This design comes from an exercise in tuning for small area, a short achievable clock period and few clock cycles on the open sky130 flow, not from production work.
In this exercise RTL edits were held to simulation tests only and were not proved equivalent to the original.
Power is estimated from default activity; no workload was simulated.

--- flow/flow/run.sh ---
#!/bin/bash
# The standard layout (standard.sh), with the port buffers that
# global placement inserts made from buf_2 cells instead of the
# resizer's default choice. Each tool's output goes to standard.log;
# ORFS keeps its per-step logs under orfs/logs.
set -euo pipefail
bash standard.sh BUFFER_PORTS_ARGS="-buffer_cell sky130_fd_sc_hd__buf_2" finish > standard.log 2>&1
--- flow/config.mk ---
export PLATFORM = sky130hd
export DESIGN_NAME = filtering
export DESIGN_NICKNAME = filtering
export VERILOG_FILES = /design/flow/design.v
export SDC_FILE = /design/flow/constraint.sdc
export NUM_CORES = 4
export LEC_CHECK = 0
export CAP_MARGIN = 20
export CORE_MARGIN = 2
export CORE_UTILIZATION = 75
export CTS_CLUSTER_DIAMETER = 60
export CTS_CLUSTER_SIZE = 40
export SETUP_SLACK_MARGIN = 2.3
export SLEW_MARGIN = 20
--- flow/standard.sh ---
#!/bin/bash
# synth_recipe.tcl (not shown) runs the flow's synth.tcl, then flattens the netlist and writes it again
# the make line also repeats each setting of config.mk as NAME=value (left out here)
make -C /OpenROAD-flow-scripts/flow DESIGN_CONFIG=/design/flow/config.mk WORK_HOME=/design/flow/orfs CLKGATE_MAP_FILE= SYNTH_SCRIPT=/design/flow/synth_recipe.tcl "${@:-finish}"
--- flow/constraint.sdc ---
create_clock -name core_clock -period 4.5 [get_ports {clk}]
set_input_delay 0.9000 -clock core_clock [delete_from_list [all_inputs] [get_ports {clk}]]
set_output_delay 0.9000 -clock core_clock [all_outputs]
set_load 0.01 [all_outputs]
--- flow/design.v ---
`timescale 1ns / 1ps
module filtering(
    output reg [7:0] out,
    output reg out_valid,
    output reg [15:0] addr_edge,
    output reg finished,
    output reg [15:0] addr_im,
    input  [7:0] dout_im,
    input start,
    input rst,
    input clk
    );
   localparam M = 8;
   reg [7:0] px [1:2*M];
   integer i;
   wire [7:0] pa = px[2*M];
   wire [7:0] pb = px[M];
   wire [7:0] pc = dout_im;
   wire [7:0] npc = ~pc;
   reg [8:0] lr, rr, er;      
   reg [8:0] lr1, rr1;        
   reg [9:0] xs, ys;          
   wire [8:0] nrr1 = ~rr1;
   wire [8:0] nrr  = ~rr;
   always @(posedge clk) begin
      px[1] <= dout_im;
      for (i = 2; i <= 2*M; i = i + 1) px[i] <= px[i-1];
      lr  <= pa + pb;
      rr  <= pb + pc;
      er  <= pa + npc;
      lr1 <= lr;
      rr1 <= rr;
      xs  <= lr1 + er;
      ys  <= er + nrr1;
   end
   reg [10:0] us, vs;         
   always @(posedge clk) begin
      us <= xs + nrr;
      vs <= ys + lr;
   end
   wire edge_hit = (us >= 11'd866) || (us <= 11'd666) || (vs >= 11'd866) || (vs <= 11'd666);
   reg       pend;           
   reg       run;
   reg [2:0] j;
   reg [2:0] xh;
   wire [4:0] xl = addr_im[4:0];
   reg       j7;             
   reg       xe;             
   reg       s0;             
   reg       fv, fl;         
   wire x_ge2 = xh != 0 || xl >= 2;
   wire x_ge3 = xh != 0 || xl >= 3;
   wire x_0   = xh == 0 && xl == 0;
   wire x_2   = xh == 0 && xl == 2;
   reg       fj1, fj2, fs;   
   wire [8:0] ae_222 = {1'b0, addr_edge[7:0]} + 9'd222;
   wire [8:0] ae_35  = {1'b0, addr_edge[7:0]} + 9'd35;
   wire [8:0] ae_205 = {1'b0, addr_edge[7:0]} + 9'd205;
   wire [8:0] ae_lo  = fv ? ae_222 : (fj1 ? (fs ? ae_35 : ae_205) : {1'b0, addr_edge[7:0]});
   wire [7:0] ae_hi_inc = addr_edge[15:8] + 8'd1;
   wire [7:0] ae_hi_jmp = addr_edge[15:8] + (fs ? 8'd255 : 8'd250);
   always @(posedge clk) begin
      if (rst) begin
         pend <= 0;
         run <= 0;
         fv <= 0;
         fl <= 0;
         out_valid <= 0;
         finished <= 0;
      end else begin
         pend <= start && !run && !pend;
         if (start && !run && !pend) finished <= 0;
         if (pend) run <= 1;
         fv <= run && ((j >= 4 && x_ge2) || (j <= 1 && (x_ge3 || (x_0 && !s0))));
         fl <= run && j == 1 && addr_im == 16'd49952;
         out_valid <= fv;
         if (fl) begin
            finished <= 1;
            run <= 0;
         end
      end
   end
   always @(posedge clk) begin
      if (pend) begin
         addr_im <= 0;
         j <= 0;
         j7 <= 0;
         xh <= 0;
         xe <= 0;
         s0 <= 1;
         addr_edge <= 16'hFFFF;
      end else begin
         if (run) begin
            j <= j + 1;
            j7 <= j == 6;
            xe <= xh == 6 && xl == 31;
            if (j7) begin
               if (xe)
                  addr_im <= addr_im - 16'd447;
               else
                  addr_im <= addr_im - 16'd1567;
            end else
               addr_im <= addr_im + 16'd224;
            if (j7) begin
               if (xe) begin
                  xh <= 0;
                  s0 <= 0;
               end else if (xl == 31)
                  xh <= xh + 1;
            end
         end
         addr_edge[7:0] <= ae_lo[7:0];
         if (fj2)
            addr_edge[15:8] <= ae_hi_jmp;
         else if (ae_lo[8])
            addr_edge[15:8] <= ae_hi_inc;
      end
      fj1 <= run && j == 2 && x_ge2;
      fj2 <= run && j == 3 && x_ge2;
      fs <= x_2;
      out <= edge_hit ? 8'd0 : 8'd255;
   end
endmodule
==> results of run 1 <==
==> synth_stat cells (15+ instances only) <==
library cell | n | area share
a211oi_1 | 16 | 0.012
nand2_1 | 47 | 0.017
xnor2_1 | 42 | 0.036
a21o_1 | 23 | 0.017
inv_1 | 69 | 0.026
o21ai_0 | 38 | 0.019
dfxtp_1 | 266 | 0.53
nor3_1 | 15 | 0.0074
xor2_1 | 20 | 0.017
nor2_1 | 63 | 0.023
a21oi_1 | 58 | 0.029
ha_1 | 91 | 0.11
==> worst min-delay path by stage <==
| stage | slack, ns | cells past startpoint | from | to |
|---|---|---|---|---|
| after CTS | 0.33 | 0 | px[14][5] | px[15][5] |
| after global placement | 0.31 | 0 | px[10][7] | px[11][7] |
| after detailed placement | 0.31 | 0 | px[2][5] | px[3][5] |
| after floorplan | 0.31 | 0 | px[9][0] | px[10][0] |
| final | 0.32 | 0 | px[7][6] | px[8][6] |
| after global routing | 0.34 | 0 | px[5][0] | px[6][0] |
==> power by group <==
part	switching, mW	internal [mW]	leakage (nW)
combinational	1.23	1.02	2.49
sequential	0.322	2.79	2.24
clock	0.826	0.751	0.257
total	2.38	4.56	4.98
==> layout make-up <==
cell class | count | area [um^2] | share of cell area
Clock inverter | 6 | 118 | 0.0105
Clock buffer | 18 | 407 | 0.0362
Tap cell | 176 | 220 | 0.0196
Timing Repair Buffer | 58 | 305 | 0.0271
Multi-Input combinational cell | 591 | 4580 | 0.407
Sequential cell | 266 | 5350 | 0.475
Inverter | 70 | 273 | 0.0243
==> metal layers <==
layer | vias up | wire, um | track usage
met2 | 331 | 11800 | 0.578
met1 | 3483 | 8800 | 0.364
met5 | - | 0 | 0
li1 | 3427 | - | -
met4 | 0 | 1080 | 0.146
met3 | 92 | 1280 | 0.0413
==> repair_timing <==
action	in CTS	in global routing
endpoints found under the setup margin	19	20
hold endpoints to repair	0	0
buffers inserted	2	4
resized for setup	17	33
pin swaps	2	9
==> per-stage QoR <==
step | utilization | hold slack, ns | instance area [um^2]
CTS | 0.840 | 0.328 | 11100
global placement | 0.795 | 0.311 | 10500
floorplan | - | 0.310 | 10100
global route | 0.853 | 0.337 | 11200
detailed placement | 0.795 | 0.312 | 10500
finish | 0.853 | 0.325 | 11200
==> worst register-to-register path: stages, from the launching register on <==
cell	delay (ns)
dfxtp_1	0.41
ha_1	0.39
nand3_1	0.15
a211oi_2	0.35
nor4_4	0.10
buf_4	0.17
o31ai_2	0.23
or3b_1	0.35
==> sequential cells by signal (all words and copies together), names as in the netlist, 3 cells and up <==
name       flops
er             9
lr1            9
vs            11
px           128
j              3
rr1            9
addr_im       16
lr             9
ys            10
us            11
xs            10
addr_edge     16
xh             3
rr             9
==> cells by family (layout without fill, tap and decap cells) <==
logic type,after synthesis,after routing,share of synthesized area
compound gates,218,218,0.144
xor+xnor,62,62,0.0537
fa+ha+maj,100,100,0.130
buf+inv,92,152,0.0379
flops,266,266,0.527
mux,8,8,0.00804
simple gates,203,203,0.0991
==> out/metrics.csv, run 1 <==
metric,value,unit
drt.antenna.violating_nets,0,
path_buf_inv,1,
first_global_vias,7277,
synth_edf_count,0,
start_kind,flip-flop,
die_w,120,um
peakVddDrop,0.531,mV
cp-endpoint,addr_edge[15],
critical-path-top-delay-family,simple AND/OR/NAND/NOR gates,
wl_per_cell,19.4,um
drive_above_1_share,0.126,
dp.cells,1155,
cp.arrival,2.64,ns
hold_path.class,flip-flop to flip-flop,
fin_crit_sh,0.503,
route.detailed.drc,0,
setup_slack,2.24,ns
async_reset_ff_frac,0,
place_ws,1.91,ns
grt_max_degree,34,
clkTransAtPathRegs,0.12,ns
max_stage_delay,0.41,ns
finalHoldViolations,0,
cts.path.max_buffers,3,
layout_commonest_cell,dfxtp_1,
synth_cells,949,
drt_iter0_markers,640,
grt_usage,0.316,
coreArea,13200,um^2
routed_wl,23000,um
path_max_fanout,7,
tritoncts,yes,
vias,7333,
worst-slew-pin-transition,1.02,ns
antenna_found_initial,0,
rsz0062_at_grt,yes,
critPathCaptureType,flip-flop,
slowest_stage,dfxtp_1,
fmax,0.442,GHz
final_cell_mix,"255 x dfxtp_1, 83 x ha_1, 67 x inv_1",
viasPerCell,6.19,
synth_area_per_cell,10.7,um^2
crit_type,flip-flop to flip-flop,
worstPathRequired,4.87,ns
start_util,0.767,
grt-ovfl-total,0,
maxCapViolations,0,
synth_ff_type,dfxtp_1,
ys_seq_area_frac,0.527,
synthesis.nets,1060,
ys_types,63,
startpoint,addr_edge[5],
rows,42,
p_total,6.94,mW
reg2reg_slack,2.24,ns
fill_cells,632,
die_area,14400,um^2
finalSetupViolCount,0,
clock-root-buffer,clkbuf_16,
cts_buffers,14,
pin_count,53,
post_layout_nonfiller_instances,1185,
routabilityCongestion,0.967,
layout.nets,1112,
leakage,4.98,nW
rr_endpoint,addr_edge[15],
fp.dieH,120,um
worstRegToRegCells,7,
clkLatencyLatePin,0.50,ns
synth_seq_cells,266,
clock_sinks,266,
worstPathCellList,"ha_1, nand3_1, a211oi_2, nor4_4, buf_4, o31ai_2, or3b_1",
cp.depth,7,
status,timing/DRC/antenna clean,
syn-cell-area,10100,um^2
fin_setup_tns,0,ns
grt_pass1_wl,36300,um
r2r-start,addr_edge[5],
yosys_warnings,2,
syn2layout_area_growth,11.2,%
slew_violations,0,
max-slew-margin-rel,0.320,
fin_skew,0.0199,ns
dr.pass1.iters,6,
power.density,618,nW/um^2
buffer_ports.inserted,52,
htree_levels,1,
min_period,2.26,ns
diodes,0,
cts_hold_buffers,0,
dp_hpwl,15000,um
Testbench counts, summed over its fixed seeds: cycles 795,708.
==> inputs of run 2 (changes only) <==
--- a/flow/config.mk
+++ b/flow/config.mk
@@ -5,9 +5,10 @@
 export SDC_FILE = /design/flow/constraint.sdc
 export NUM_CORES = 4
 export LEC_CHECK = 0
+export ABC_AREA = 1
 export CAP_MARGIN = 20
 export CORE_MARGIN = 2
-export CORE_UTILIZATION = 75
+export CORE_UTILIZATION = 60
 export CTS_CLUSTER_DIAMETER = 60
 export CTS_CLUSTER_SIZE = 40
 export SETUP_SLACK_MARGIN = 2.3
==> run 2 against run 1 <==
Effect of this change:
- maximum frequency grew 6.5%
- global-route usage down 10 points
- combinational power decreased by 24%
- synthesized area rose by 4.2%
- largest cell class unchanged
- largest power group unchanged
==> out/metrics.csv, run 2 <==
metric,value,unit
status,timing/DRC/antenna clean,
drt_iter0_markers,428,
critical-path-top-delay-family,flip-flops,
finalHoldViolations,0,
synth_edf_count,0,
worstPathRequired,3.60,ns
cp.depth,1,
clkTransAtPathRegs,0.12,ns
final_cell_mix,"265 x dfxtp_1, 209 x nand2_1, 136 x inv_1",
finalSetupViolCount,0,
synth_ff_type,dfxtp_1,
reg_top3,"px x128, addr_edge x16, addr_im x16",
slowest_stage,dfxtp_1,
hold_start,px[2][1],
min_period,2.12,ns
synth.top_cell.area_share,0.506,
grt-ovfl-total,0,
ys_types,44,
top_register,px,
worstPathCellList,buf_2,
fin_crit_sh,0.472,
fin_skew,0.0390,ns
place_ws,2.07,ns
setup_slack,2.38,ns
drive_above_1_share,0.0808,
dp_hpwl,14700,um
grt_usage,0.216,
leakage,5.53,nW
hold_path.class,flip-flop to flip-flop,
max_stage_delay,0.53,ns
rr_endpoint,xh[2],
worstRegToRegCells,7,
synth_seq_cells,266,
startpoint,addr_edge[4],
wl_per_cell,13.5,um
layout_commonest_cell,dfxtp_1,
worst-slew-pin-transition,0.627,ns
cts_hold_buffers,0,
yosys_warnings,2,
diodes,0,
synth_cells,1161,
viasPerCell,5.14,
drt.antenna.violating_nets,0,
cts_resized,0,
clkLatencyLatePin,0.52,ns
die_w,136,um
yosysMostFrequentCell,dfxtp_1,
buffer_ports.inserted,52,
route.detailed.drc,0,
final_core_util,0.673,
async_reset_ff_frac,0,
htree_levels,1,
synthTopCellsByArea,"dfxtp_1 51%, ha_1 11%, nand2_1 7.4%",
die_area,18600,um^2
netlist_top_cells_count,"266 x dfxtp_1, 209 x nand2_1, 136 x inv_1, 92 x a21oi_1, 91 x ha_1",
coreArea,17200,um^2
vias,7460,
critPathCaptureType,primary output,
antenna_found_initial,0,
fmax,0.471,GHz
path_buf_inv,1,
clock_sinks,266,
path_max_fanout,8,
routabilityCongestion,0.905,
syn2layout_area_growth,10.2,%
p_total,6.34,mW
synth.largest_area_cell,dfxtp_1,
syn-cell-area,10500,um^2
synth_area_per_cell,9.07,um^2
ys_seq_area_frac,0.506,
rsz0062_at_grt,no,
largest_register_ffs,128,
fin_setup_tns,0,ns
grt_pass1_wl,32300,um
power.density,547,nW/um^2
cp.arrival,1.22,ns
cp-endpoint,addr_edge[4],
slew_violations,0,
maxCapViolations,0,
peakVddDrop,0.418,mV
rows,48,
tritoncts,yes,
grt_max_degree,41,
routed_wl,19500,um
synthesis.nets,1272,
max-slew-margin-rel,0.582,
pin_count,53,
crit_type,flip-flop to primary output,
postCtsSetupBuffers,0,
fp.dieH,136,um
dr.pass1.iters,5,
cts.path.max_buffers,3,
cts_buffers,16,
clock-root-buffer,clkbuf_16,
layout.nets,1328,
start_kind,flip-flop,
start_util,0.611,
reg2reg_slack,2.48,ns
first_global_vias,7038,
r2r-start,run,
run 2: worst min-delay path by stage:
stage | endpoint | cells after the start
finish | px[3][1] | 0
global route | px[3][1] | 0
floorplan | px[10][0] | 0
global placement | px[15][2] | 0
CTS | px[3][1] | 0
detailed placement | px[10][0] | 0
run 2: power by group:
| part | total [mW] | leakage (nW) | switching (mW) | internal, mW |
|---|---|---|---|---|
| Clock | 1.69 | 0.292 | 0.913 | 0.776 |
| Sequential | 2.95 | 2.23 | 0.206 | 2.74 |
| Combinational | 1.71 | 3.01 | 1.00 | 0.708 |
| Total | 6.34 | 5.53 | 2.12 | 4.22 |
run 2: per-stage QoR:
step | instance area (um^2) | hold slack, ns | instances
floorplan | 10500 | 0.310 | 1161
global placement | 11000 | 0.310 | 1424
detailed placement | 11000 | 0.312 | 1424
CTS | 11600 | 0.307 | 1451
global route | 11600 | 0.300 | 1451
finish | 11600 | 0.305 | 1451
run 2: cell families after synthesis:
logic type,after synthesis,synth area share
simple gates,427,0.179
compound gates,159,0.0844
fa+ha+maj,100,0.125
flops,266,0.506
buf+inv,154,0.0596
xor+xnor,55,0.0457
run 2: layer usage:
layer  up-vias  share of wire  global-route usage
met1      3386           0.50               0.302
met5         -              0                   0
met2       117           0.44               0.353
li1       3929              -                   -
met3        28          0.034              0.0309
met4         0          0.020              0.0532
run 2: layout make-up:
class                      count  area (um^2)
multi-input combinational    741         4580
tap                          225          282
inverter                     139          524
timing repair buffer          53          268
fill                        1452         5630
sequential                   266         5330
clock inverter                10          203
clock buffer                  17          425
==> inputs of run 3 (changes only) <==
--- a/flow/config.mk
+++ b/flow/config.mk
@@ -11,5 +11,5 @@
 export CORE_UTILIZATION = 60
 export CTS_CLUSTER_DIAMETER = 60
 export CTS_CLUSTER_SIZE = 40
-export SETUP_SLACK_MARGIN = 2.3
+export SETUP_SLACK_MARGIN = 2.45
 export SLEW_MARGIN = 20
==> run 3 against run 2 <==
Effect of this change:
- synthesized cell count unchanged
- non-clock buffer count unchanged
- clock power up 8%
- via count down 0.60%
- global-route usage down 0.22 points
- first-iteration DRC count up 3.3%
- still clean on timing, DRC and antenna
- cell count up 0.14%
- sequential cell count unchanged
- worst hold slack worse by 0.0011 ns
- wire length down 0.11%
- maximum frequency up 5.1%
- register-to-register slack better by 0.13 ns
==> out/metrics.csv, run 3 <==
metric,value,unit
vias,7415,
tritoncts,yes,
hold_path.class,flip-flop to flip-flop,
routed_wl,19500,um
path_max_fanout,5,
fin_setup_tns,0,ns
diodes,0,
yosysMostFrequentCell,dfxtp_1,
worstPathRequired,3.60,ns
worst-slew-pin-transition,0.609,ns
maxCapViolations,0,
pin_count,53,
power.density,554,nW/um^2
layout.nets,1329,
path_buf_inv,1,
fmax,0.495,GHz
postCtsSetupBuffers,0,
ys_types,44,
min_period,2.02,ns
layout_commonest_cell,dfxtp_1,
fin_skew,0.0467,ns
rows,48,
grt_pass1_wl,32000,um
reg_top3,"px x128, addr_edge x16, addr_im x16",
fin_crit_sh,0.449,
coreArea,17200,um^2
post_layout_nonfiller_instances,1453,
wl_per_cell,13.4,um
rsz0062_at_grt,no,
synthTopCellsByArea,"dfxtp_1 51%, ha_1 11%, nand2_1 7.4%",
drt_iter0_markers,442,
fp.dieH,136,um
max_stage_delay,0.45,ns
p_total,6.49,mW
netlist_top_cells_count,"266 x dfxtp_1, 209 x nand2_1, 136 x inv_1, 92 x a21oi_1, 91 x ha_1",
largest_register_ffs,128,
slowest_stage,dfxtp_1,
grt-ovfl-total,0,
start_kind,flip-flop,
start_util,0.611,
whs,0.304,ns
die_w,136,um
synth_edf_count,0,
synth_cells,1161,
syn2layout_area_growth,11.3,%
cp.arrival,1.12,ns
critPathCaptureType,primary output,
grt_usage,0.214,
clkLatencyLatePin,0.52,ns
worstPathCellList,buf_2,
first_global_vias,6950,
drive_above_1_share,0.104,
finalSetupViolCount,0,
cts_buffers,17,
dp.cells,1424,
antenna_found_initial,0,
viasPerCell,5.10,
grt_max_degree,41,
status,timing/DRC/antenna clean,
routabilityCongestion,0.918,
drt.antenna.violating_nets,0,
buffer_ports.inserted,52,
htree_levels,1,
slew_violations,0,
finalHoldViolations,0,
synth.largest_area_cell,dfxtp_1,
clkTransAtPathRegs,0.12,ns
die_area,18600,um^2
clock-root-buffer,clkbuf_16,
ys_seq_area_frac,0.506,
top_register,px,
cts.path.max_buffers,3,
synth_ff_type,dfxtp_1,
async_reset_ff_frac,0,
max-slew-margin-rel,0.594,
final_cell_mix,"247 x dfxtp_1, 208 x nand2_1, 134 x inv_1",
yosys_warnings,2,
route.detailed.drc,0,
dr.pass1.iters,5,
dp_hpwl,14500,um
syn-cell-area,10500,um^2
peakVddDrop,0.487,mV
synth_area_per_cell,9.07,um^2
synth_seq_cells,266,
synthesis.nets,1272,
crit_type,flip-flop to primary output,
leakage,5.57,nW
fill_cells,1415,
clock_sinks,266,
synth.top_cell.area_share,0.506,
critical-path-top-delay-family,flip-flops,
## run 3: layout make-up
class / count / area (um^2) / share of cell area
clock inverter: 12 / 255 / 0.0218
clock buffer: 17 / 425 / 0.0363
timing repair buffer: 53 / 268 / 0.0228
inverter: 139 / 524 / 0.0447
multi-input combinational: 741 / 4620 / 0.394
sequential: 266 / 5350 / 0.456
tap: 225 / 282 / 0.0240
## run 3: worst paths after layout
path	start	to	slack [ns]	depth (start not counted)
worst max-delay path	addr_edge[6]	addr_edge[6]	2.48	1
worst min-delay path	px[3][1]	px[4][1]	0.30	0
worst max register to register	lr[0]	vs[10]	2.61	8
worst min register to register	px[3][1]	px[4][1]	0.30	0
## run 3: power by group
part / internal, mW / switching, mW / leakage (nW)
clock network: 0.857 / 0.968 / 0.318
logic: 0.715 / 1.01 / 3.02
registers: 2.74 / 0.205 / 2.23
## run 3: worst reg2reg max path, delay by kind of cell, from the launching register on
| kind | cells | cell delay (ns) |
|---|---|---|
| AND/OR/NAND/NOR | 3 | 0.30 |
| flip-flops | 1 | 0.35 |
| AO/OA/AOI/OAI | 2 | 0.36 |
| adder cells (fa/ha/maj) | 2 | 0.68 |
| buffers and inverters | 1 | 0.11 |
## run 3: cell families after synthesis
family,after synthesis,share of synthesized area
compound gates,159,0.0844
simple gates,427,0.179
buf+inv,154,0.0596
xor+xnor,55,0.0457
fa+ha+maj,100,0.125
flops,266,0.506
## run 3: metal layers
layer,share of wire,GRT usage,wire length (um)
met5,0,0,0
met4,0.025,0.0590,487
met2,0.44,0.348,8530
met1,0.50,0.297,9800
met3,0.035,0.0306,686
## run 3: per-stage QoR
stage          cell area, um^2  utilization  setup WS (ns)
3_5_place_dp             11000        0.637           2.18
4_1_cts                  11700        0.678           2.45
6_report                 11700        0.680           2.48
2_1_floorplan            10500            -           2.45
5_1_grt                  11700        0.680           2.45
3_3_place_gp             11000        0.637           2.21
## run 3: timing repair
item,CTS,global route
pin swaps,0,0
hold buffers,0,0
gates resized for setup,12,14
setup endpoints to repair,12,30
==> inputs of run 4 (changes only) <==
--- a/flow/config.mk
+++ b/flow/config.mk
@@ -11,5 +11,5 @@
 export CORE_UTILIZATION = 60
 export CTS_CLUSTER_DIAMETER = 60
 export CTS_CLUSTER_SIZE = 40
-export SETUP_SLACK_MARGIN = 2.45
+export SETUP_SLACK_MARGIN = 2.6
 export SLEW_MARGIN = 20
==> run 4 against run 3 <==
Effect of this change:
- still clean on timing, DRC and antenna
- cell count rose by 1.9%
- combinational power rose by 8%
- non-clock buffer count rose by 28
- clock power fell by 5%
- via count rose by 2.9%
- worst hold slack got worse by 0.0038 ns
- critical path depth did not move
- wire length rose by 4.4%
- sequential power barely moved
==> out/metrics.csv, run 4 <==
metric,value,unit
worst-slew-pin-transition,0.503,ns
rows,48,
min_to,px[5][2],
critical-path-top-delay-family,flip-flops,
finalHoldViolations,0,
buffer_ports.inserted,52,
synth_cells,1161,
p_total,6.51,mW
grt-ovfl-total,0,
synth_seq_cells,266,
grt_usage,0.221,
synthTopCellsByArea,"dfxtp_1 51%, ha_1 11%, nand2_1 7.4%",
synth_edf_count,0,
first_global_vias,7000,
peakVddDrop,0.430,mV
die_area,18600,um^2
worstPathCellList,buf_6,
cts_hold_buffers,0,
drive_above_1_share,0.150,
clock_sinks,266,
min_delay_path_depth,0,
fin_setup_tns,0,ns
fmax,0.511,GHz
cts_buffers,16,
synth.largest_area_cell,dfxtp_1,
slowest_stage,dfxtp_4,
diodes,0,
synth_area_per_cell,9.07,um^2
grt_pass1_wl,33100,um
netlist_top_cells_count,"266 x dfxtp_1, 209 x nand2_1, 136 x inv_1, 92 x a21oi_1, 91 x ha_1",
path_max_fanout,8,
drt.antenna.violating_nets,0,
slew_violations,0,
synth.top_cell.area_share,0.506,
syn-cell-area,10500,um^2
routabilityCongestion,0.860,
synth_ff_type,dfxtp_1,
wl_per_cell,13.7,um
routed_wl,20400,um
antenna_found_initial,0,
leakage,5.73,nW
pin_count,53,
fp.dieH,136,um
start_util,0.611,
r2r-start,addr_edge[1],
crit_type,flip-flop to primary output,
max-slew-margin-rel,0.664,
worstRegToRegCells,10,
max_stage_delay,0.43,ns
yosysMostFrequentCell,dfxtp_1,
rr_endpoint,addr_edge[12],
path_buf_inv,1,
power.density,533,nW/um^2
synthesis.nets,1272,
clkLatencyLatePin,0.52,ns
syn2layout_area_growth,16.1,%
critPathCaptureType,primary output,
final_cell_mix,"228 x dfxtp_1, 207 x nand2_1, 135 x inv_1",
async_reset_ff_frac,0,
die_w,136,um
cts.path.max_buffers,3,
viasPerCell,5.15,
dr.pass1.iters,4,
ys_types,44,
reg2reg_slack,2.68,ns
htree_levels,1,
fin_crit_sh,0.435,
min_period,1.96,ns
grt_max_degree,41,
coreArea,17200,um^2
tritoncts,yes,
finalSetupViolCount,0,
worstPathRequired,3.60,ns
cp.arrival,1.06,ns
reg_top3,"px x128, addr_edge x16, addr_im x16",
top_register,px,
route.detailed.drc,0,
ys_seq_area_frac,0.506,
vias,7631,
hold_start,px[4][2],
status,timing/DRC/antenna clean,
maxCapViolations,0,
start_kind,flip-flop,
yosys_warnings,2,
rsz0062_at_grt,yes,
layout.nets,1357,
drt_iter0_markers,412,
layout_commonest_cell,dfxtp_1,
dp_hpwl,14500,um
clkTransAtPathRegs,0.12,ns
largest_register_ffs,128,
hold_path.class,flip-flop to flip-flop,
fin_skew,0.0424,ns
clock-root-buffer,clkbuf_16,
## run 4: worst max-delay path by stage
stage                          start      to  slack (ns)  cells past startpoint
after floorplan           dout_im[0]   er[6]        2.45                      9
after global placement    dout_im[0]   er[6]        2.18                     10
after detailed placement  dout_im[0]   er[6]        2.13                     10
after CTS                     out[6]  out[3]        2.51                      1
after global routing          out[6]  out[5]        2.49                      1
final                         out[6]  out[2]        2.54                      1
## run 4: stage by stage
step / utilization / area, um^2 / setup WS (ns) / hold slack, ns / std cells
after detailed placement: 0.639 / 11000 / 2.13 / 0.312 / 1424
after global placement: 0.639 / 11000 / 2.18 / 0.310 / 1424
after CTS: 0.695 / 12000 / 2.51 / 0.300 / 1472
after global routing: 0.709 / 12200 / 2.49 / 0.312 / 1481
final: 0.709 / 12200 / 2.54 / 0.300 / 1481
after floorplan: - / 10600 / 2.45 / 0.310 / 1161
## run 4: what timing repair did
item | 4_1_cts | 5_1_grt
setup endpoints to repair | 50 | 49
gates resized for setup | 64 | 41
gates cloned | 0 | 1
buffers inserted | 20 | 8
## run 4: where the power goes
group	internal, mW	switching (mW)
clock network	0.812	0.916
registers	2.74	0.194
logic	0.791	1.06
total	4.35	2.16
## run 4: worst register-to-register path, delay by kind of cell (launching register included)
family	cells	cell delay (ns)
DFF	1	0.35
and+or+nand+nor	8	0.80
adders and majority gates	1	0.38
buffers and inverters	1	0.16
## run 4: cell families after synthesis
| group | share of synthesized area |
|---|---|
| adder cells (fa/ha/maj) | 0.125 |
| XOR/XNOR | 0.0457 |
| flip-flops | 0.506 |
| AO/OA/AOI/OAI | 0.0844 |
| AND/OR/NAND/NOR | 0.179 |
| buffers and inverters | 0.0596 |
## run 4: area by class of cell
class                      count  area [um^2]
multi-input combinational    742         4710
inverter                     139          527
fill                        1371         5010
tap                          225          282
timing repair buffer          81          609
clock buffer                  19          453
clock inverter                 9          203
sequential                   266         5440
## run 4: metal layers
metal,part of all wire,up-vias,global-route usage
li1,-,3981,-
met1,0.48,3518,0.305
met2,0.47,110,0.370
met3,0.031,22,0.0287
met4,0.014,0,0.0498
met5,0,-,0
==> inputs of run 5 (changes only) <==
--- a/flow/config.mk
+++ b/flow/config.mk
@@ -5,11 +5,10 @@
 export SDC_FILE = /design/flow/constraint.sdc
 export NUM_CORES = 4
 export LEC_CHECK = 0
-export ABC_AREA = 1
 export CAP_MARGIN = 20
 export CORE_MARGIN = 2
 export CORE_UTILIZATION = 60
 export CTS_CLUSTER_DIAMETER = 60
 export CTS_CLUSTER_SIZE = 40
-export SETUP_SLACK_MARGIN = 2.6
+export SETUP_SLACK_MARGIN = 2.3
 export SLEW_MARGIN = 20
==> run 5 against run 4 <==
Effect of this change:
- still clean
- sequential cell count stayed put
- non-clock buffer count down 17
- first-iteration DRC count is 23% lower
- final area fell by 6.8%
- critical path depth is 7 higher
- via count decreased by 11%
- synthesized cell count decreased by 18%
- die area decreased by 3.9%
- synthesized area down 4.0%
- clock power is 11% lower
- sequential power is 5% higher
- critical path type is now flip-flop to flip-flop
- largest cell class unchanged
- highest routed layer unchanged
==> out/metrics.csv, run 5 <==
metric,value,unit
dp.cells,1201,
vias,6811,
grt_max_degree,35,
synth_edf_count,0,
diodes,0,
yosysMostFrequentCell,dfxtp_1,
dr.pass1.iters,4,
fin_setup_tns,0,ns
post_layout_nonfiller_instances,1236,
setup_slack,2.32,ns
synth.largest_area_cell,dfxtp_1,
rr_endpoint,addr_edge[15],
wl_per_cell,15.1,um
whs,0.332,ns
drt_iter0_markers,316,
status,timing/DRC/antenna clean,
synth-simple-area-share,0.0991,
rsz0062_at_grt,yes,
syn-cell-area,10100,um^2
tritoncts,yes,
worstPathRequired,4.86,ns
max-slew-margin-rel,0.529,
first_global_vias,6824,
htree_levels,1,
reg2reg_slack,2.32,ns
die_w,134,um
synthMuxAreaShare,0.00804,
min_to,px[4][2],
synth_area_per_cell,10.7,um^2
synthTopCellsByArea,"dfxtp_1 53%, ha_1 11%, xnor2_1 3.6%",
cts.path.max_buffers,3,
pin_count,53,
largest_register_ffs,128,
rows,47,
start_kind,flip-flop,
leakage,5.00,nW
clkTransAtPathRegs,0.11,ns
worstPathCellList,"buf_4, ha_4, nand3_2, a211oi_4, nor4_4, buf_4, o31ai_2, or3b_1",
r2r-start,fs,
fin_crit_sh,0.484,
fill_cells,1268,
grt_pass1_wl,31200,um
hold_start,px[3][2],
peakVddDrop,0.511,mV
synthesis.nets,1060,
buffer_ports.inserted,52,
routed_wl,18700,um
drive_above_1_share,0.133,
power.density,594,nW/um^2
synth_seq_cells,266,
final_core_util,0.689,
cp.arrival,2.54,ns
ys_seq_area_frac,0.527,
layout.nets,1119,
synth_cells,949,
grt-ovfl-total,0,
finalHoldViolations,0,
synth_top_family_by_area,compound AO/OA/AOI/OAI gates,
netlist_top_cells_count,"266 x dfxtp_1, 91 x ha_1, 69 x inv_1, 63 x nor2_1, 58 x a21oi_1",
synth_compound_area_frac,0.144,
fin_skew,0.0129,ns
slowest_stage,dfxtp_4,
maxCapViolations,0,
clock-root-buffer,clkbuf_16,
grt_usage,0.211,
fin_area,11400,um^2
place_ws,1.91,ns
die_area,17900,um^2
routabilityCongestion,0.900,
route.detailed.drc,0,
slew_violations,0,
final_cell_mix,"258 x dfxtp_1, 81 x ha_1, 67 x inv_1",
critPathCaptureType,flip-flop,
layout_commonest_cell,dfxtp_1,
worstRegToRegCells,8,
place_area,10600,um^2
min_period,2.18,ns
top_register,px,
finalSetupViolCount,0,
syn2layout_area_growth,12.6,%
start_util,0.612,
synth-adder-area-share,0.130,
viasPerCell,5.51,
path_buf_inv,2,
p_total,6.77,mW
dp_hpwl,13600,um
synth-xor-area-share,0.0537,
reg_top3,"px x128, addr_edge x16, addr_im x16",
fmax,0.459,GHz
max_stage_delay,0.39,ns
drt.antenna.violating_nets,0,
fp.dieH,134,um
crit_top_cell,buf_4,
hold_path.class,flip-flop to flip-flop,
critical-path-top-delay-family,simple AND/OR/NAND/NOR gates,
coreArea,16500,um^2
crit_type,flip-flop to flip-flop,
antenna_found_initial,0,
synth.top_cell.area_share,0.527,
clkLatencyLatePin,0.49,ns
cts_buffers,15,
worst-slew-pin-transition,0.702,ns
synth_ff_type,dfxtp_1,
async_reset_ff_frac,0,
clock_sinks,266,
path_max_fanout,7,
min_delay_path_depth,0,
yosys_warnings,2,
ys_types,63,
run 5: metal layers:
| layer | track usage | routed length, um |
|---|---|---|
| met1 | 0.260 | 8050 |
| met2 | 0.388 | 9490 |
| met4 | 0.0638 | 529 |
| met5 | 0 | 0 |
| met3 | 0.0249 | 653 |
run 5: area by class of cell:
class,count,area [um^2],share of cell area
Clock buffer,16,379,0.0333
Inverter,70,269,0.0236
Multi-Input combinational cell,591,4610,0.405
Sequential cell,266,5340,0.469
Clock inverter,9,160,0.0141
Timing Repair Buffer,64,350,0.0308
Tap cell,220,275,0.0242
run 5: kinds of logic after synthesis:
| group | after synthesis |
|---|---|
| AO/OA/AOI/OAI | 218 |
| adder cells (fa/ha/maj) | 100 |
| XOR/XNOR | 62 |
| AND/OR/NAND/NOR | 203 |
| flip-flops | 266 |
| buffers and inverters | 92 |
| multiplexers | 8 |
run 5: what timing repair did:
action,4_1_cts,5_1_grt
hold buffers,0,0
buffers inserted,3,7
pin swaps,2,8
resized for setup,8,36
setup endpoints to repair,10,16
run 5: worst max path at each step:
| stage | startpoint | endpoint | slack (ns) | cells past startpoint |
|---|---|---|---|---|
| floorplan | dout_im[0] | rr[8] | 2.24 | 7 |
| global placement | dout_im[0] | rr[8] | 2.02 | 8 |
| detailed placement | fs | addr_edge[15] | 1.91 | 7 |
| CTS | fs | addr_edge[15] | 2.28 | 8 |
| global route | fs | addr_edge[15] | 2.24 | 8 |
| finish | fs | addr_edge[15] | 2.32 | 8 |
run 5: where the power goes:
group / switching [mW] / internal (mW)
logic: 1.11 / 1.03
clock network: 0.848 / 0.691
registers: 0.299 / 2.79
total: 2.26 / 4.51
run 5: worst reg2reg max path, delay by kind of cell, from the launching register on:
kind,cells,cell delay (ns)
AO/OA/AOI/OAI,2,0.53
adder cells (fa/ha/maj),1,0.29
buffers and inverters,2,0.31
flip-flops,1,0.39
AND/OR/NAND/NOR,3,0.54
==> inputs of run 6 (changes only) <==
==> flow/config.mk (replaced) <==
export PLATFORM = sky130hd
export DESIGN_NAME = filtering
export DESIGN_NICKNAME = filtering
export VERILOG_FILES = /design/flow/design.v
export SDC_FILE = /design/flow/constraint.sdc
export NUM_CORES = 4
export LEC_CHECK = 0
export ABC_AREA = 1
export CAP_MARGIN = 20
export CORE_MARGIN = 2
export CORE_UTILIZATION = 60
export SETUP_SLACK_MARGIN = 2.5
export SLEW_MARGIN = 20
==> run 6 against run 5 <==
Effect of this change:
- sequential share of layout area is 2.2 points lower
- cell count is 19% higher
- maximum frequency is 9.9% higher
- die area is 4.0% higher
- global-route usage is 0.79 points higher
- critical endpoint is now addr_im[8]
- highest routed layer unchanged
==> out/metrics.csv, run 6 <==
metric,value,unit
status,timing/DRC/antenna clean,
synth_ff_type,dfxtp_1,
fin_skew,0.0233,ns
power.density,579,nW/um^2
clkTransAtPathRegs,0.07,ns
dp_hpwl,14500,um
path_buf_inv,1,
syn-cell-area,10500,um^2
max_stage_delay,0.40,ns
final_cell_mix,"236 x dfxtp_1, 207 x nand2_1, 135 x inv_1",
wl_per_cell,13.5,um
ys_types,44,
route.detailed.drc,0,
grt_usage,0.219,
min_period,1.98,ns
synth_area_per_cell,9.07,um^2
synth.top_cell.area_share,0.506,
rows,48,
reg_top3,"px x128, addr_edge x16, addr_im x16",
cp.arrival,1.08,ns
first_global_vias,6916,
synth_seq_cells,266,
synthesis.nets,1272,
synthTopCellsByArea,"dfxtp_1 51%, ha_1 11%, nand2_1 7.4%",
drt_iter0_markers,356,
max-slew-margin-rel,0.626,
worstPathCellList,buf_2,
slowest_stage,dfxtp_4,
startpoint,addr_im[8],
dp.cells,1424,
fill_cells,1393,
crit_type,flip-flop to primary output,
p_total,6.99,mW
layout.nets,1340,
fp.dieH,136,um
clock_sinks,266,
vias,7524,
die_area,18600,um^2
hold_path.class,flip-flop to flip-flop,
grt_pass1_wl,32700,um
largest_register_ffs,128,
ys_seq_area_frac,0.506,
top_register,px,
cts.path.max_buffers,3,
layout_commonest_cell,dfxtp_1,
clkLatencyLatePin,0.54,ns
buffer_ports.inserted,52,
fin_crit_sh,0.441,
fin_setup_tns,0,ns
hold_start,px[13][0],
dr.pass1.iters,5,
pin_count,53,
diodes,0,
leakage,5.71,nW
finalSetupViolCount,0,
routabilityCongestion,0.860,
rsz0062_at_grt,yes,
synth_edf_count,0,
multi_input_area,4660,um^2
path_max_fanout,7,
yosysMostFrequentCell,dfxtp_1,
slew_violations,0,
tritoncts,yes,
drive_above_1_share,0.131,
netlist_top_cells_count,"266 x dfxtp_1, 209 x nand2_1, 136 x inv_1, 92 x a21oi_1, 91 x ha_1",
fmax,0.504,GHz
maxCapViolations,0,
grt_max_degree,32,
worstPathRequired,3.60,ns
clock-root-buffer,clkbuf_16,
viasPerCell,5.11,
routed_wl,19900,um
critPathCaptureType,primary output,
peakVddDrop,0.419,mV
setup_slack,2.52,ns
drt.antenna.violating_nets,0,
htree_levels,1,
syn2layout_area_growth,14.6,%
synth.largest_area_cell,dfxtp_1,
post_layout_nonfiller_instances,1473,
cts_buffers,27,
r2r-start,addr_im[0],
grt-ovfl-total,0,
async_reset_ff_frac,0,
critical-path-top-delay-family,flip-flops,
place_ws,2.13,ns
antenna_found_initial,0,
final-seq-area,5400,um^2
synth_cells,1161,
fin_area,12100,um^2
worst-slew-pin-transition,0.560,ns
die_w,136,um
coreArea,17200,um^2
yosys_warnings,2,
place_area,11000,um^2
finalHoldViolations,0,
start_kind,flip-flop,
start_util,0.611,
## run 6: cell type report
cell class,count,area share
flip-flops and latches,266,0.447
inverters,139,0.0434
multi-input cells,741,0.386
clock inverters,13,0.0138
repair buffers,54,0.0228
well taps,225,0.0233
clock buffers,35,0.0634
## run 6: logic make-up after synthesis
logic type                 after synthesis  share of synthesized area
and+or+nand+nor                        427                      0.179
AOI/OAI and AO/OA                      159                     0.0844
adders and majority gates              100                      0.125
xor gates and xnor gates                55                     0.0457
DFF                                    266                      0.506
buffers and inverters                  154                     0.0596
## run 6: through the flow
step,hold WS [ns],utilization
after floorplan,0.310,-
after global placement,0.310,0.639
after detailed placement,0.312,0.639
after CTS,0.324,0.695
after global routing,0.327,0.700
final,0.325,0.700
## run 6: power breakdown
| group | switching [mW] | total, mW | internal (mW) | leakage (nW) |
|---|---|---|---|---|
| clock network | 0.908 | 2.28 | 1.38 | 0.450 |
| registers | 0.210 | 2.96 | 2.75 | 2.24 |
| logic | 1.02 | 1.75 | 0.729 | 3.02 |
## run 6: metal layers
metal | up-vias | wire length [um] | GRT usage
met2 | 127 | 9110 | 0.364
li1 | 3963 | - | -
met1 | 3397 | 9710 | 0.302
met5 | - | 0 | 0
met3 | 37 | 673 | 0.0332
met4 | 0 | 393 | 0.0503
## run 6: path summary, 6_finish.rpt
check | end | slack (ns) | cells after the start
min reg2reg | px[14][0] | 0.32 | 0
max reg2reg | xh[2] | 2.67 | 11
max | addr_im[8] | 2.52 | 1
min | px[14][0] | 0.32 | 0
## run 6: repair_timing
item	in CTS	in global routing
hold endpoints to repair	0	0
setup buffers	0	1
hold buffers	0	0
setup endpoints to repair	34	24
gates resized for setup	30	24
==> inputs of run 7 (changes only) <==
--- a/flow/config.mk
+++ b/flow/config.mk
@@ -9,5 +9,8 @@
 export CAP_MARGIN = 20
 export CORE_MARGIN = 2
 export CORE_UTILIZATION = 60
+export CTS_BUF_LIST = sky130_fd_sc_hd__clkbuf_8
+export CTS_CLUSTER_DIAMETER = 40
+export CTS_CLUSTER_SIZE = 20
 export SETUP_SLACK_MARGIN = 2.5
 export SLEW_MARGIN = 20
==> run 7 against run 6 <==
Effect of this change:
- cell count grew 1.2%
- combinational power about the same
- register-to-register slack about the same
- non-clock buffer count grew 4
- sequential share of layout area rose by 0.35 points
- power down 4.2%
- maximum frequency increased by 1.1%
- clock-buffer cell count increased by 4
==> out/metrics.csv, run 7 <==
metric,value,unit
fin_setup_tns,0,ns
cts.path.max_buffers,3,
layout.nets,1351,
synth_edf_count,0,
coreArea,17200,um^2
min_period,1.96,ns
post_layout_nonfiller_instances,1490,
synthTopCellsByArea,"dfxtp_1 51%, ha_1 11%, nand2_1 7.4%",
netlist_top_cells_count,"266 x dfxtp_1, 209 x nand2_1, 136 x inv_1, 92 x a21oi_1, 91 x ha_1",
fin_skew,0.0448,ns
crit_type,flip-flop to primary output,
critical-path-top-delay-family,flip-flops,
p_sw,2.19,mW
combPwrFrac,0.261,
wl_per_cell,13.2,um
slew_violations,0,
clkLatencyLatePin,0.55,ns
start_util,0.611,
synth_area_per_cell,9.07,um^2
clkPwrFrac,0.298,
routed_wl,19700,um
p_int,4.51,mW
drive_above_1_share,0.145,
fill_cells,1402,
drt_iter0_markers,350,
synth.largest_area_cell,dfxtp_1,
die_area,18600,um^2
largest_register_ffs,128,
yosysMostFrequentCell,dfxtp_1,
maxCapViolations,0,
synth.top_cell.area_share,0.506,
synth_cells,1161,
fmax,0.510,GHz
finalHoldViolations,0,
max_stage_delay,0.40,ns
rsz0062_at_grt,yes,
status,timing/DRC/antenna clean,
syn-cell-area,10500,um^2
fp.dieH,136,um
reg_top3,"px x128, addr_edge x16, addr_im x16",
final_core_util,0.695,
hold_path.class,flip-flop to flip-flop,
layout_commonest_cell,dfxtp_1,
routabilityCongestion,0.860,
async_reset_ff_frac,0,
antenna_found_initial,0,
worstPathRequired,3.60,ns
dp.cells,1424,
drt.antenna.violating_nets,0,
route.detailed.drc,0,
grt_usage,0.219,
finalSetupViolCount,0,
clock-root-buffer,clkbuf_8,
leakage,5.68,nW
clkTransAtPathRegs,0.11,ns
peakVddDrop,0.392,mV
top_register,px,
vias,7577,
synth_ff_type,dfxtp_1,
p_seq_frac,0.441,
final_cell_mix,"236 x dfxtp_1, 207 x nand2_1, 135 x inv_1",
pin_count,53,
dr.pass1.iters,5,
max-slew-margin-rel,0.627,
ys_types,44,
slowest_stage,dfxtp_4,
switching_share,0.327,
first_global_vias,6984,
worst-slew-pin-transition,0.559,ns
clock_sinks,266,
die_w,136,um
power.density,559,nW/um^2
syn2layout_area_growth,13.8,%
buffer_ports.inserted,52,
start_kind,flip-flop,
synthesis.nets,1272,
viasPerCell,5.09,
rows,48,
dp_hpwl,14500,um
path_buf_inv,1,
diodes,0,
path_max_fanout,7,
worstPathCellList,buf_2,
synth_seq_cells,266,
htree_levels,2,
grt_pass1_wl,32600,um
grt_max_degree,32,
cts_buffers,34,
cts_hold_buffers,0,
tritoncts,yes,
critPathCaptureType,primary output,
fin_crit_sh,0.436,
yosys_warnings,2,
grt-ovfl-total,0,
cp.arrival,1.06,ns
ys_seq_area_frac,0.506,
## run 7: cell types whose count changed in the layout (fill, tap and decap cells not counted), sizes merged
| cell | change |
|---|---|
| clkinv | +5 |
| inv | +5 |
| buf | +4 |
| clkbuf | +4 |
| clkinvlp | -1 |
## run 7: cells by family after synthesis
logic type	count (synthesis)	synth area share
AOI/OAI and AO/OA	159	0.0844
DFF	266	0.506
buffers and inverters	154	0.0596
and+or+nand+nor	427	0.179
adders and majority gates	100	0.125
xor gates and xnor gates	55	0.0457
## run 7: area by class of cell
class                      instances  area (um^2)  area share
sequential                       266         5400       0.451
multi-input combinational        741         4660       0.389
clock buffer                      39          537      0.0448
inverter                         139          524      0.0437
timing repair buffer              58          305      0.0255
tap                              225          282      0.0235
clock inverter                    22          274      0.0229
## run 7: layer usage
| metal | GRT usage | wire length, um |
|---|---|---|
| met3 | 0.0425 | 783 |
| met1 | 0.299 | 9630 |
| met2 | 0.353 | 8890 |
| met4 | 0.0660 | 393 |
| met5 | 0 | 0 |
## run 7: final timing paths
check	start	end	slack [ns]	cells past startpoint
worst min-delay path	px[4][2]	px[5][2]	0.30	0
worst min register to register	px[4][2]	px[5][2]	0.30	0
worst max register to register	xe	addr_im[14]	2.67	9
worst max-delay path	addr_im[8]	addr_im[8]	2.54	1
## run 7: timing repair
| item | CTS | global route |
|---|---|---|
| buffers inserted | 1 | 4 |
| gates resized for setup | 35 | 22 |
| endpoints found under the setup margin | 34 | 31 |
## run 7: per-stage QoR
step / power [mW] / setup WS [ns] / instance area (um^2) / hold slack (ns)
after CTS: 6.74 / 2.46 / 11900 / 0.314
after floorplan: 4.33 / 2.45 / 10600 / 0.310
after global routing: 7.16 / 2.50 / 12000 / 0.313
after global placement: 4.67 / 2.18 / 11000 / 0.310
final: 6.70 / 2.54 / 12000 / 0.301
after detailed placement: 4.71 / 2.13 / 11000 / 0.312
## run 7: power by group through the flow
stage	registers [mW]	logic (mW)	clock network, mW
floorplan	2.95	1.38	0
global placement	2.99	1.68	0
detailed placement	3.00	1.71	0
CTS	2.96	1.72	2.06
global route	3.00	2.00	2.16
finish	2.96	1.75	2.00
==> inputs of run 8 (changes only) <==
--- a/flow/config.mk
+++ b/flow/config.mk
@@ -8,7 +8,7 @@
 export ABC_AREA = 1
 export CAP_MARGIN = 20
 export CORE_MARGIN = 2
-export CORE_UTILIZATION = 60
+export CORE_UTILIZATION = 70
 export CTS_BUF_LIST = sky130_fd_sc_hd__clkbuf_8
 export CTS_CLUSTER_DIAMETER = 40
 export CTS_CLUSTER_SIZE = 20
==> run 8 against run 7 <==
Effect of this change:
- cell count shrank 1.8%
- clock power decreased by 4%
- sequential cell count is the same
- power is 0.32% lower
- wire length increased by 11%
- non-clock buffer count grew 25
- final area up 0.91%
- clock skew fell by 0.0033 ns
- global-route usage increased by 4.7 points
- synthesized area did not move
- utilization grew 13 points
==> out/metrics.csv, run 8 <==
metric,value,unit
path_max_fanout,5,
wl_per_cell,15.0,um
viasPerCell,5.45,
routabilityCongestion,0.926,
pin_count,53,
p_total,6.68,mW
htree_levels,1,
slew_violations,0,
setup_slack,2.52,ns
power.density,552,nW/um^2
synth-xor-area-share,0.0457,
start_kind,flip-flop,
synth_cells,1161,
route.detailed.drc,0,
critPathCaptureType,flip-flop,
synth_edf_count,0,
place_ws,2.16,ns
min_period,1.98,ns
layout_commonest_cell,dfxtp_1,
finalSetupViolCount,0,
clock_sinks,266,
largest_register_ffs,128,
finalHoldViolations,0,
final_cell_mix,"232 x dfxtp_1, 207 x nand2_1, 134 x inv_1",
fp.dieH,127,um
cts.path.max_buffers,3,
reg2reg_slack,2.52,ns
synthesis.nets,1272,
antenna_found_initial,0,
syn-cell-area,10500,um^2
yosysMostFrequentCell,dfxtp_1,
hold_path.class,flip-flop to flip-flop,
coreArea,14600,um^2
buffer_ports.inserted,52,
drt.antenna.violating_nets,0,
diodes,0,
max-slew-margin-rel,0.509,
clkLatencyLatePin,0.57,ns
synth_top_family_by_area,simple AND/OR/NAND/NOR gates,
netlist_top_cells_count,"266 x dfxtp_1, 209 x nand2_1, 136 x inv_1, 92 x a21oi_1, 91 x ha_1",
cts_buffers,27,
fin_crit_sh,0.440,
worst-slew-pin-transition,0.732,ns
vias,7980,
drt_iter0_markers,565,
synth-adder-area-share,0.125,
layout.nets,1370,
crit_type,flip-flop to flip-flop,
routed_wl,21900,um
grt_max_degree,32,
fin_skew,0.0415,ns
dr.pass1.iters,5,
synth.largest_area_cell,dfxtp_1,
synthMuxAreaShare,0,
synth_seq_cells,266,
synth-simple-area-share,0.179,
async_reset_ff_frac,0,
whs,0.313,ns
dp_hpwl,14500,um
syn2layout_area_growth,14.9,%
synth.top_cell.area_share,0.506,
worstPathRequired,4.97,ns
ys_seq_area_frac,0.506,
rsz0062_at_grt,yes,
yosys_warnings,2,
die_w,127,um
reg_top3,"px x128, addr_edge x16, addr_im x16",
cts_hold_buffers,0,
synth_compound_area_frac,0.0844,
synth_ff_type,dfxtp_1,
die_area,16000,um^2
first_global_vias,7518,
clkTransAtPathRegs,0.11,ns
leakage,5.77,nW
top_register,px,
ys_types,44,
synthTopCellsByArea,"dfxtp_1 51%, ha_1 11%, nand2_1 7.4%",
cp.arrival,2.45,ns
drive_above_1_share,0.159,
grt_usage,0.266,
peakVddDrop,0.531,mV
maxCapViolations,0,
status,timing/DRC/antenna clean,
tritoncts,yes,
fmax,0.505,GHz
clock-root-buffer,clkbuf_8,
start_util,0.722,
fill_cells,874,
fin_setup_tns,0,ns
grt-ovfl-total,0,
synth_area_per_cell,9.07,um^2
rows,44,
grt_pass1_wl,34700,um
## run 8: repair_timing
item,4_1_cts,5_1_grt
buffers inserted,24,7
setup endpoints to repair,46,35
cloned,0,1
gates resized for setup,56,16
## run 8: layout make-up
class	instances	area [um^2]	share of cell area
clock inverter	20	339	0.0280
multi-input combinational	741	4640	0.384
inverter	139	528	0.0436
sequential	266	5420	0.448
timing repair inverter	1	5.00	0.000414
tap	184	230	0.0190
timing repair buffer	83	531	0.0439
clock buffer	29	399	0.0330
## run 8: cell families (layout without fill, tap and decap cells)
family                     count (synthesis)  in the layout
and+or+nand+nor                          427            427
AOI/OAI and AO/OA                        159            159
buffers and inverters                    154            272
xor gates and xnor gates                  55             55
adders and majority gates                100            100
DFF                                      266            266
## run 8: path summary, 6_finish.rpt
path	from	endpoint	cells past startpoint
worst max-delay path	xe	addr_im[15]	9
worst min-delay path	px[1][3]	px[2][3]	0
worst max register to register	xe	addr_im[15]	9
worst min register to register	px[1][3]	px[2][3]	0
## run 8: per-layer routing
metal / vias up / wire length [um] / track usage
li1: 4030 / - / -
met1: 3633 / 9570 / 0.348
met2: 267 / 10500 / 0.449
met3: 50 / 1250 / 0.0392
met4: 0 / 631 / 0.101
met5: - / 0 / 0
## run 8: where the power goes
group / leakage [nW] / internal, mW / total [mW] / switching, mW
combinational: 3.16 / 0.755 / 1.83 / 1.07
clock: 0.372 / 0.932 / 1.92 / 0.991
sequential: 2.24 / 2.75 / 2.93 / 0.188
total: 5.77 / 4.43 / 6.68 / 2.25
## run 8: critical path: stages, from the launching register on
cell,delay (ns)
dfxtp_2,0.39
inv_1,0.15
ha_1,0.39
nand2_1,0.12
nor2_1,0.14
nand3_1,0.09
nand3_1,0.12
nand2_1,0.14
a21oi_1,0.25
nor2_1,0.10
## run 8: metrics by stage
stage / cell area, um^2 / cells / utilization
6_report: 12100 / 1463 / 0.829
5_1_grt: 12100 / 1463 / 0.829
4_1_cts: 12000 / 1455 / 0.821
3_5_place_dp: 11000 / 1382 / 0.751
3_3_place_gp: 11000 / 1382 / 0.751
2_1_floorplan: 10600 / 1161 / -
==> inputs of run 9 (changes only) <==
--- a/flow/config.mk
+++ b/flow/config.mk
@@ -8,9 +8,8 @@
 export ABC_AREA = 1
 export CAP_MARGIN = 20
 export CORE_MARGIN = 2
-export CORE_UTILIZATION = 70
-export CTS_BUF_LIST = sky130_fd_sc_hd__clkbuf_8
-export CTS_CLUSTER_DIAMETER = 40
-export CTS_CLUSTER_SIZE = 20
+export CORE_UTILIZATION = 60
+export CTS_CLUSTER_DIAMETER = 50
+export CTS_CLUSTER_SIZE = 30
 export SETUP_SLACK_MARGIN = 2.5
 export SLEW_MARGIN = 20
==> run 9 against run 8 <==
Effect of this change:
- still clean on timing, DRC and antenna
- combinational power decreased by 5%
- cell count is 0.41% higher
- clock power rose by about 10%
- power up 2.1%
- sequential cell count is the same
- clock-buffer cell count decreased by 2
- highest routed layer unchanged
==> out/metrics.csv, run 9 <==
metric,value,unit
htree_levels,1,
max_stage_delay,0.40,ns
dp_hpwl,14500,um
drt_iter0_markers,376,
ys_seq_area_frac,0.506,
whs,0.325,ns
power.density,570,nW/um^2
wl_per_cell,13.6,um
place_ws,2.13,ns
grt_max_degree,32,
syn-cell-area,10500,um^2
dr.pass1.iters,5,
first_global_vias,6949,
pin_count,53,
tritoncts,yes,
buffer_ports.inserted,52,
grt_pass1_wl,32900,um
grt-ovfl-total,0,
path_max_fanout,5,
cts.path.max_buffers,3,
fp.dieH,136,um
setup_slack,2.52,ns
leakage,5.67,nW
rows,48,
maxCapViolations,0,
hold_path.class,flip-flop to flip-flop,
reg_top3,"px x128, addr_edge x16, addr_im x16",
synth_cells,1161,
slowest_stage,dfxtp_2,
final_cell_mix,"237 x dfxtp_1, 207 x nand2_1, 135 x inv_1",
min_to,px[5][2],
synth_ff_type,dfxtp_1,
top_register,px,
min_delay_path_depth,0,
fin_skew,0.0232,ns
cts_buffers,24,
hold_start,px[4][2],
synth.largest_area_cell,dfxtp_1,
diodes,0,
status,timing/DRC/antenna clean,
syn2layout_area_growth,13.7,%
async_reset_ff_frac,0,
routabilityCongestion,0.860,
rr_endpoint,xh[2],
drive_above_1_share,0.129,
synth_seq_cells,266,
synth.top_cell.area_share,0.506,
clock-root-buffer,clkbuf_16,
synthesis.nets,1272,
min_period,1.98,ns
cts_hold_buffers,0,
path_buf_inv,1,
vias,7549,
clkTransAtPathRegs,0.08,ns
slew_violations,0,
cp.arrival,1.08,ns
antenna_found_initial,0,
r2r-start,run,
fmax,0.505,GHz
fill_cells,1405,
layout_commonest_cell,dfxtp_1,
finalSetupViolCount,0,
rsz0062_at_grt,yes,
peakVddDrop,0.366,mV
ys_types,44,
critical-path-top-delay-family,flip-flops,
fin_setup_tns,0,ns
synth_edf_count,0,
worstRegToRegCells,7,
route.detailed.drc,0,
yosys_warnings,2,
finalHoldViolations,0,
yosysMostFrequentCell,dfxtp_1,
largest_register_ffs,128,
synthTopCellsByArea,"dfxtp_1 51%, ha_1 11%, nand2_1 7.4%",
grt_usage,0.220,
layout.nets,1338,
fin_crit_sh,0.440,
fin_area,12000,um^2
place_area,11000,um^2
synth_area_per_cell,9.07,um^2
clock_sinks,266,
drt.antenna.violating_nets,0,
max-slew-margin-rel,0.557,
netlist_top_cells_count,"266 x dfxtp_1, 209 x nand2_1, 136 x inv_1, 92 x a21oi_1, 91 x ha_1",
critPathCaptureType,primary output,
die_area,18600,um^2
start_util,0.611,
worst-slew-pin-transition,0.664,ns
clkLatencyLatePin,0.54,ns
reg2reg_slack,2.62,ns
routed_wl,20100,um
coreArea,17200,um^2
die_w,136,um
worstPathRequired,3.60,ns
crit_type,flip-flop to primary output,
viasPerCell,5.14,
worstPathCellList,buf_2,
start_kind,flip-flop,
[run 9: per-layer routing]
| metal | vias up | share of wire | track usage |
|---|---|---|---|
| met1 | 3415 | 0.48 | 0.303 |
| met4 | 0 | 0.023 | 0.0608 |
| met2 | 136 | 0.46 | 0.364 |
| met5 | - | 0 | 0 |
| li1 | 3964 | - | - |
| met3 | 34 | 0.035 | 0.0287 |
[run 9: kinds of logic (layout without fill, tap and decap cells)]
logic type | after synthesis | in the layout | synth area share
buffers and inverters | 154 | 237 | 0.0596
XOR/XNOR | 55 | 55 | 0.0457
adder cells (fa/ha/maj) | 100 | 100 | 0.125
AO/OA/AOI/OAI | 159 | 159 | 0.0844
AND/OR/NAND/NOR | 427 | 427 | 0.179
flip-flops | 266 | 266 | 0.506
[run 9: repair_timing]
| action | 4_1_cts | 5_1_grt |
|---|---|---|
| resized for setup | 31 | 20 |
| setup buffers | 0 | 2 |
| setup endpoints to repair | 33 | 28 |
[run 9: per-stage QoR]
step	total power [mW]	util	std cells
2_1_floorplan	4.33	-	1161
3_3_place_gp	4.67	0.639	1424
6_report	6.82	0.695	1469
4_1_cts	6.86	0.691	1467
3_5_place_dp	4.71	0.639	1424
5_1_grt	7.26	0.695	1469
[run 9: power breakdown]
part           internal, mW  total, mW  switching, mW
combinational         0.722       1.74           1.02
clock                  1.14       2.12          0.988
sequential             2.75       2.96          0.213
total                  4.61       6.82           2.22
[run 9: area by class of cell]
type	count	area (um^2)	area share
Sequential cell	266	5390	0.450
Multi-Input combinational cell	741	4650	0.388
Clock buffer	27	632	0.0527
Inverter	139	524	0.0438
Timing Repair Buffer	55	283	0.0236
Tap cell	225	282	0.0235
Clock inverter	16	216	0.0181
[run 9: worst max-delay path by stage]
stage	from	to	depth (start not counted)
after floorplan	dout_im[0]	er[6]	9
after global placement	dout_im[0]	er[6]	10
after detailed placement	dout_im[0]	er[6]	10
after CTS	addr_edge[4]	addr_edge[4]	1
after global routing	addr_im[6]	addr_im[6]	1
final	addr_im[6]	addr_im[6]	1
==> inputs of run 10 (changes only) <==
--- a/flow/config.mk
+++ b/flow/config.mk
@@ -9,6 +9,7 @@
 export CAP_MARGIN = 20
 export CORE_MARGIN = 2
 export CORE_UTILIZATION = 60
+export CTS_BUF_LIST = sky130_fd_sc_hd__clkbuf_8
 export CTS_CLUSTER_DIAMETER = 50
 export CTS_CLUSTER_SIZE = 30
 export SETUP_SLACK_MARGIN = 2.5
==> run 10 against run 9 <==
Effect of this change:
- critical endpoint is now addr_im[11]
- global-route usage up 0.058 points
- first-iteration DRC count up 11%
- utilization down 0.21 points
- highest routed layer unchanged
- combinational power up 3%
- synthesized area unchanged
- clock power down 25%
- wire length up 0.58%
- power down 7.5%
- clock-buffer cell count down 1
- sequential cell count unchanged
- clock skew up 0.020 ns
- still clean
- via count up 1.1%
==> out/metrics.csv, run 10 <==
metric,value,unit
status,timing/DRC/antenna clean,
pin_count,53,
crit_type,flip-flop to primary output,
fill_cells,1425,
dp_hpwl,14500,um
p_total,6.31,mW
cts_buffers,24,
grt_pass1_wl,33000,um
fin_area,11900,um^2
grt_usage,0.221,
drt.antenna.violating_nets,0,
synth_seq_cells,266,
worstRegToRegCells,12,
first_global_vias,6992,
clock-root-buffer,clkbuf_8,
netlist_top_cells_count,"266 x dfxtp_1, 209 x nand2_1, 136 x inv_1, 92 x a21oi_1, 91 x ha_1",
slowest_stage,dfxtp_4,
slew_violations,0,
ys_types,44,
fin_crit_sh,0.437,
reg_top3,"px x128, addr_edge x16, addr_im x16",
routed_wl,20200,um
start_kind,flip-flop,
cp.arrival,1.07,ns
viasPerCell,5.12,
top_register,px,
max_stage_delay,0.37,ns
synth_ff_type,dfxtp_1,
largest_register_ffs,128,
leakage,5.67,nW
fp.dieH,136,um
synthesis.nets,1272,
syn2layout_area_growth,13.4,%
synth.top_cell.area_share,0.506,
setup_slack,2.53,ns
final_cell_mix,"231 x dfxtp_1, 207 x nand2_1, 136 x inv_1",
critPathCaptureType,primary output,
buffer_ports.inserted,52,
synthTopCellsByArea,"dfxtp_1 51%, ha_1 11%, nand2_1 7.4%",
dr.pass1.iters,5,
clock_sinks,266,
drive_above_1_share,0.148,
clkTransAtPathRegs,0.11,ns
place_ws,2.13,ns
fin_setup_tns,0,ns
route.detailed.drc,0,
maxCapViolations,0,
p_sw,2.15,mW
worst-slew-pin-transition,0.560,ns
layout_commonest_cell,dfxtp_1,
p_int,4.17,mW
synth.largest_area_cell,dfxtp_1,
synth_cells,1161,
die_w,136,um
syn-cell-area,10500,um^2
post_layout_nonfiller_instances,1490,
min_period,1.97,ns
cts.path.max_buffers,3,
wl_per_cell,13.5,um
grt-ovfl-total,0,
hold_path.class,flip-flop to flip-flop,
peakVddDrop,0.439,mV
diodes,0,
vias,7633,
rows,48,
min_delay_path_depth,0,
dp.cells,1424,
path_max_fanout,2,
switching_share,0.340,
tritoncts,yes,
cp.depth,1,
worstPathCellList,buf_6,
routabilityCongestion,0.860,
htree_levels,1,
cts_hold_buffers,0,
yosysMostFrequentCell,dfxtp_1,
finalHoldViolations,0,
ys_seq_area_frac,0.506,
clkPwrFrac,0.251,
p_seq_frac,0.464,
grt_max_degree,32,
yosys_warnings,2,
place_area,11000,um^2
fmax,0.508,GHz
coreArea,17200,um^2
antenna_found_initial,0,
finalSetupViolCount,0,
rsz0062_at_grt,yes,
fin_skew,0.0436,ns
combPwrFrac,0.284,
async_reset_ff_frac,0,
die_area,18600,um^2
drt_iter0_markers,417,
start_util,0.611,
clkLatencyLatePin,0.58,ns
worstPathRequired,3.60,ns
critical-path-top-delay-family,flip-flops,
power.density,529,nW/um^2
synth_edf_count,0,
path_buf_inv,1,
max-slew-margin-rel,0.626,
synth_area_per_cell,9.07,um^2
layout.nets,1359,
==> run 10: cell families after synthesis <==
family / after synthesis / synth area share
flops: 266 / 0.506
xor+xnor: 55 / 0.0457
fa+ha+maj: 100 / 0.125
simple gates: 427 / 0.179
compound gates: 159 / 0.0844
buf+inv: 154 / 0.0596
==> run 10: final timing paths <==
kind | from | end | slack [ns]
hold reg to reg | px[5][3] | px[6][3] | 0.33
hold / removal | px[5][3] | px[6][3] | 0.33
setup reg to reg | addr_im[0] | xh[2] | 2.60
setup / recovery | addr_im[11] | addr_im[11] | 2.53
==> run 10: routing by layer <==
metal / share of wire / vias to the layer above / global-route usage
li1: - / 4002 / -
met1: 0.48 / 3446 / 0.305
met2: 0.45 / 141 / 0.359
met3: 0.039 / 44 / 0.0272
met4: 0.027 / 0 / 0.0723
met5: 0 / - / 0
==> run 10: power groups by stage <==
stage	combinational, mW	clock (mW)	sequential, mW
final	1.80	1.58	2.93
after global routing	2.06	1.72	2.98
after CTS	1.79	1.63	2.93
after detailed placement	1.71	0	3.00
after global placement	1.68	0	2.99
after floorplan	1.38	0	2.95
==> run 10: cell type report <==
type,instances,area [um^2],area share
repair buffers,76,509,0.0426
clock buffers,26,358,0.0300
flip-flops and latches,266,5420,0.454
inverters,139,524,0.0439
well taps,225,282,0.0236
clock inverters,17,213,0.0178
multi-input cells,741,4630,0.388
==> run 10: timing repair <==
item	CTS	global route
pin swaps	0	0
endpoints found under the setup margin	37	34
buffers inserted	21	2
gates resized for setup	58	19
==> run 10: stage by stage <==
stage | util | hold slack [ns]
CTS | 0.689 | 0.336
detailed placement | 0.639 | 0.312
finish | 0.693 | 0.330
floorplan | - | 0.310
global placement | 0.639 | 0.310
global route | 0.693 | 0.341

==> static timing again, ports no longer ideal <==
How much do the figures lean on ideal ports? The routed layouts below were timed once more, with nothing changed but the port constraints. Step 1 (the two cells are an assumption about what drives the block):
set clk [get_ports {clk}]
set_driving_cell -lib_cell sky130_fd_sc_hd__clkbuf_16 $clk
set_driving_cell -lib_cell sky130_fd_sc_hd__buf_2 [delete_from_list [all_inputs] $clk]
Step 2, shift: input delay + t, output delay - t, t = (earliest + latest rising clock arrival at the registers) / 2. This alone moves slack from input paths to output paths. Slacks: no drivers / after step 1 / after step 2; pairs: no drivers / after step 1.
| run | shift t [ns] | setup WS [ns] | worst setup path after step 2 |
|---|---|---|---|
| run 1 | 0.529 | 2.236 / 2.236 / 1.847 | input to register |
| run 2 | 0.546 | 2.375 / 2.330 / 2.069 | input to register |
| run 3 | 0.542 | 2.478 / 2.436 / 2.186 | input to register |
| run 4 | 0.544 | 2.542 / 2.498 / 2.142 | input to register |
| run 5 | 0.526 | 2.321 / 2.316 / 1.962 | input to register |
| run 6 | 0.567 | 2.518 / 2.473 / 2.130 | input to register |
| run 7 | 0.567 | 2.539 / 2.496 / 2.126 | input to register |
| run 8 | 0.593 | 2.520 / 2.488 / 2.107 | input to register |
| run 9 | 0.574 | 2.518 / 2.471 / 2.114 | input to register |
| run 10 | 0.605 | 2.533 / 2.492 / 2.132 | input to register |
After both steps setup and hold are still met in every run listed.
